What follows belongs to an exercise in optimizing a design on an open flow for small area, a short achievable clock period and few clock cycles; a production flow would make more cautious choices.
The RTL was checked by simulation tests, not by an equivalence proof against the original design.
Power is estimated from default activity; no workload was simulated.

Design CPU, start of the top module:
module CPU (
	input signed [15:0] Mem_Data ,
	input clk ,
	input rst ,  
	output reg halt ,  
	output reg [6:0] Mem_Address ,
	output reg rd , wr,
	output signed [15:0] Data_Out ,
	output reg fZ,
	output reg fO,
	output reg fN,
	output reg fC
	);
Settings: LEC_CHECK=0, CAP_MARGIN=20, CORE_MARGIN=2, CORE_UTILIZATION=40, SLEW_MARGIN=20; clock period 40.0 ns.
standard.sh (not shown) runs the stock make flow with config.mk's settings and CLKGATE_MAP_FILE= SYNTH_SCRIPT=/design/flow/synth_recipe.tcl, a recipe that flattens the netlist after the stock synthesis.
==> flow/flow/run.sh <==
#!/bin/bash
# Standard ORFS layout, with timing repair asked to reach a setup slack of
# 29 ns against the design's clock (the SDC is unchanged).
set -euo pipefail
bash standard.sh SETUP_SLACK_MARGIN=29 finish > flow_make.log 2>&1
Testbench counts at the start, summed over its fixed seeds: cycles 91,104.
Then changed:
==> flow/flow/run.sh (replaced) <==
#!/bin/bash
# Standard ORFS layout, with timing repair asked to reach a setup slack of
# 31 ns against the design's clock (the SDC is unchanged), and the ports
# buffered with buf_2 cells.
set -euo pipefail
bash standard.sh SETUP_SLACK_MARGIN=31 "BUFFER_PORTS_ARGS=-buffer_cell sky130_fd_sc_hd__buf_2" finish > flow_make.log 2>&1
--- a/flow/config.mk
+++ b/flow/config.mk
@@ -6,4 +6,5 @@
 export NUM_CORES = 4
 export LEC_CHECK = 0
+export ABC_AREA = 1
 export CAP_MARGIN = 20
 export CORE_MARGIN = 2
The changed run finished with timing, DRC and antenna clean. Total power came out higher by well over a third. Routed wire length came out higher by a little under a tenth. Register-to-register slack gains 0.78 ns. Sequential share of layout area came out lower by 1.3 points. Clock-buffer cell count came out higher by 2.
Then changed:
==> flow/flow/run.sh (replaced) <==
#!/bin/bash
# Standard ORFS layout, with timing repair asked to reach a setup slack of
# 30 ns against the design's clock (the SDC is unchanged), and the ports
# buffered with buf_2 cells.
set -euo pipefail
bash standard.sh SETUP_SLACK_MARGIN=30 "BUFFER_PORTS_ARGS=-buffer_cell sky130_fd_sc_hd__buf_2" finish > flow_make.log 2>&1
=>
- design area drops by a little under a tenth
- power drops by a little under a tenth
- area after synthesis does not change
- global-route usage drops by 0.99 points
- fmax stays flat
- utilization drops by 4.2 points
- non-clock buffer count drops by 64
- critical path depth drops by 2
- combinational power drops by roughly a tenth
- routed wire length drops by a few percent
- sequential cell count stays the same
Then changed:
==> flow/flow/run.sh (replaced) <==
#!/bin/bash
# Standard ORFS layout, with timing repair asked to reach a setup slack of
# 28 ns against the design's clock (the SDC is unchanged).
set -euo pipefail
bash standard.sh SETUP_SLACK_MARGIN=28 finish > flow_make.log 2>&1
--- a/flow/config.mk
+++ b/flow/config.mk
@@ -6,5 +6,4 @@
 export NUM_CORES = 4
 export LEC_CHECK = 0
-export ABC_AREA = 1
 export CAP_MARGIN = 20
 export CORE_MARGIN = 2
=> The new run finished clean; synthesized area stays flat; worst setup slack degrades by 1.4 ns; total power shrinks by 47%; via count falls by 8.4%; final cell count came out lower by 15%; core utilization is lower by 1.5 points; clock power rose by about 10%.
Then changed:
==> flow/flow/run.sh (replaced) <==
#!/bin/bash
# Standard ORFS layout, with timing repair asked to reach a setup slack of
# 30 ns against the design's clock (the SDC is unchanged).
set -euo pipefail
bash standard.sh SETUP_SLACK_MARGIN=30 finish > flow_make.log 2>&1
Result: Core utilization rose by 4.1 points. Register-to-register slack improves by 1.3 ns. Wire length increases by a few percent. Hold slack gets worse by 0.020 ns. Final cell count rose by a few percent. Cell area rose by roughly a tenth. First-iteration DRC count is higher by a few percent. Die area stays the same. Non-clock buffer count rose by 66.

---

tundra:
CPU, a different RTL version from the one above (not shown whole).
Size in the first run: roughly 1800 cells after synthesis, ~12000 µm² of cells after synthesis.
// CPU
module CPU (
	input signed [15:0] Mem_Data ,
	input clk ,
	input rst ,  
	output reg halt ,  
	output reg [6:0] Mem_Address ,
	output reg rd , wr,
	output signed [15:0] Data_Out ,
	output reg fZ,
	output reg fO,
	output reg fN,
	output reg fC
	);
localparam K_NONE = 2'd0, K_INS = 2'd1, K_OPR = 2'd2;
localparam S_IDLE = 3'd0, S_WAIT = 3'd1, S_X = 3'd2, S_MD = 3'd3, S_ALN = 3'd5;
localparam OP_LOAD = 4'd1, OP_STORE = 4'd2, OP_ADD = 4'd3, OP_SUB = 4'd4,
           OP_MUL = 4'd5, OP_DIV = 4'd6, OP_BR = 4'd7, OP_BRZ = 4'd8, OP_HALT = 4'd15;
reg [15:0] AC;         
reg        tnz;        
reg        tpend;      
reg [4:0]  IR;         
reg [2:0]  st;         
reg [15:0] IB;         
reg        bv;         
reg        ipf;        
reg [1:0]  a_k;        
reg [1:0]  c_k;        
reg [6:0]  fpc;        
reg [16:0] X;          
reg [16:0] R;          
reg [3:0]  cnt;        
reg        neg;        
reg        dz;         
reg        dv;         
assign Data_Out = AC;
wire [15:0] W = Mem_Data;
wire a_ins = (a_k == K_INS);
wire a_opr = (a_k == K_OPR);
function [17:0] radd18;  
	input [17:0] a, b;
	input ci;
	integer i;
	reg c;
	begin
		c = ci;
		for (i = 0; i < 18; i = i + 1) begin
			radd18[i] = a[i] ^ b[i] ^ c;
			c = (a[i] & b[i]) | (c & (a[i] ^ b[i]));
		end
	end
endfunction
function [15:0] rneg16;  
	input [15:0] a;
	integer i;
	reg c;
	begin
		c = 1'b1;
		for (i = 0; i < 16; i = i + 1) begin
			rneg16[i] = ~a[i] ^ c;
			c = c & ~a[i];
		end
	end
endfunction
function [4:0] clz16;
	input [15:0] a;
	integer i;
	begin
		clz16 = 5'd16;
		for (i = 0; i < 16; i = i + 1)
			if (a[i]) clz16 = 5'd15 - i[4:0];
	end
endfunction
wire [3:0] ir_op = IR[4:1];
wire       ir_m  = IR[0];
wire       ir_md = (ir_op == OP_MUL) || (ir_op == OP_DIV);
wire       ir_div = (ir_op == OP_DIV);
wire       exec  = (st == S_X) || (st == S_WAIT && a_opr);
wire [15:0] B16 = ir_m ? W : {5'b0, X[10:0]};
wire [16:0] A17 = {ir_m & AC[15], AC};
wire [16:0] B17 = {ir_m & W[15], B16};
wire        alu_sub = (ir_op == OP_SUB);
  ...
==> flow/config.mk <==
export PLATFORM = sky130hd
export DESIGN_NAME = CPU
export DESIGN_NICKNAME = CPU
export VERILOG_FILES = /design/flow/design.v
export SDC_FILE = /design/flow/constraint.sdc
export NUM_CORES = 4
export LEC_CHECK = 0
export ABC_AREA = 1
export CAP_MARGIN = 20
export CORE_MARGIN = 2
export CORE_UTILIZATION = 40
export SLEW_MARGIN = 20
==> flow/constraint.sdc <==
create_clock -name core_clock -period 40.0 [get_ports {clk}]
set_input_delay 8.0000 -clock core_clock [delete_from_list [all_inputs] [get_ports {clk}]]
set_output_delay 8.0000 -clock core_clock [all_outputs]
set_load 0.01 [all_outputs]
==> flow/flow/run.sh <==
#!/bin/bash
# Standard ORFS layout, with timing repair asked to reach a setup slack of
# 29.25 ns against the design's clock (the SDC is unchanged), and the ports
# buffered with buf_2 cells.
set -euo pipefail
bash standard.sh SETUP_SLACK_MARGIN=29.25 "BUFFER_PORTS_ARGS=-buffer_cell sky130_fd_sc_hd__buf_2" finish > flow_make.log 2>&1
Testbench counts of tundra, summed over its fixed seeds: cycles 85,193.
--- input diff tundra..xenon ---
==> flow/flow/run.sh <==
#!/bin/bash
# Standard ORFS layout, with timing repair asked to reach a setup slack of
# 29.75 ns against the design's clock (the SDC is unchanged), and the ports
# buffered with buf_2 cells.
set -euo pipefail
bash standard.sh SETUP_SLACK_MARGIN=29.75 "BUFFER_PORTS_ARGS=-buffer_cell sky130_fd_sc_hd__buf_2" finish > flow_make.log 2>&1
### Flow results
- Measured against each other, tundra and xenon differ in final critical-path required period, the higher figure coming from tundra.
- The setup slack of xenon is larger than that of tundra.
- Across both runs, total iterations of the first detailed-routing run was higher for xenon than for tundra.
- From tundra to xenon the numbers moved as follows: number of resized instances in the post-cts repair step grew by 24; final cell utilization of the core grew by 0.56 points.
- Compared with tundra, in xenon non-clock buffer count went up 8.1%, power roughly the same, fraction of power consumed by combinational cells climbed 0.7 points.
- When xenon is measured against tundra, its final design instance area without fill turns out 1.3% higher.
Here is what was changed in the inputs of willow compared with xenon.
==> flow/flow/run.sh <==
#!/bin/bash
# Standard ORFS layout, with timing repair asked to reach a setup slack of
# 29.5 ns against the design's clock (the SDC is unchanged), and the ports
# buffered with buf_2 cells.
set -euo pipefail
bash standard.sh SETUP_SLACK_MARGIN=29.5 "BUFFER_PORTS_ARGS=-buffer_cell sky130_fd_sc_hd__buf_2" finish > flow_make.log 2>&1
[summary]
Comparing xenon against willow, there is no change at all in count of boundary I/O pins.
Any difference in multi-input gate share of the layout cell area between willow and xenon is small enough to ignore.
In terms of share of total power consumed by net switching, xenon and willow differ only marginally.
In the flow results for xenon and willow, the routed wire length is smaller on xenon.
When willow is measured against xenon, its switching power summed over all nets turns out 0.38% higher.

==> re-timing with driven ports <==
How much do the figures lean on ideal ports? The routed layouts below were timed once more, with nothing changed but the port constraints.
Step 1 assumes that a clkbuf_16 drives the clock port and a buf_2 every other input.
Step 2 also shifts input and output timing later by t, the mid clock arrival at the registers, as if the neighbouring blocks saw the same clock.
Three values: ideal, step 1, step 2; two values: the first two.
run | t, ns | setup slack, ns | worst hold slack (ns) | worst data-port slew with drivers (ns) | pins driven straight from the clock port
the first run of note 1 | 0.433 | 29.192 / 29.222 / 28.789 | 0.461 / 0.461 / 0.461 | 0.04 | 1
the second run of note 1 | 0.415 | 29.815 / 29.810 / 29.395 | 0.453 / 0.453 / 0.453 | 0.07 | 1
the third run of note 1 | 0.418 | 29.799 / 29.786 / 29.368 | 0.447 / 0.447 / 0.447 | 0.07 | 1
the fourth run of note 1 | 0.428 | 28.410 / 28.437 / 28.009 | 0.465 / 0.465 / 0.465 | 0.04 | 1
the fifth run of note 1 | 0.419 | 29.348 / 29.369 / 28.950 | 0.445 / 0.445 / 0.445 | 0.07 | 1
tundra | 0.427 | 29.586 / 29.607 / 29.189 | 0.455 / 0.455 / 0.455 | 0.03 | 1
xenon | 0.427 | 29.811 / 29.811 / 29.480 | 0.452 / 0.452 / 0.452 | 0.04 | 1
willow | 0.422 | 29.659 / 29.659 / 29.271 | 0.462 / 0.462 / 0.462 | 0.04 | 1
After both steps every run listed still meets setup and hold. For the third run of note 1, which loses most, drivers alone change the setup slack by -0.013 ns; drivers and shift together by -0.431 ns.
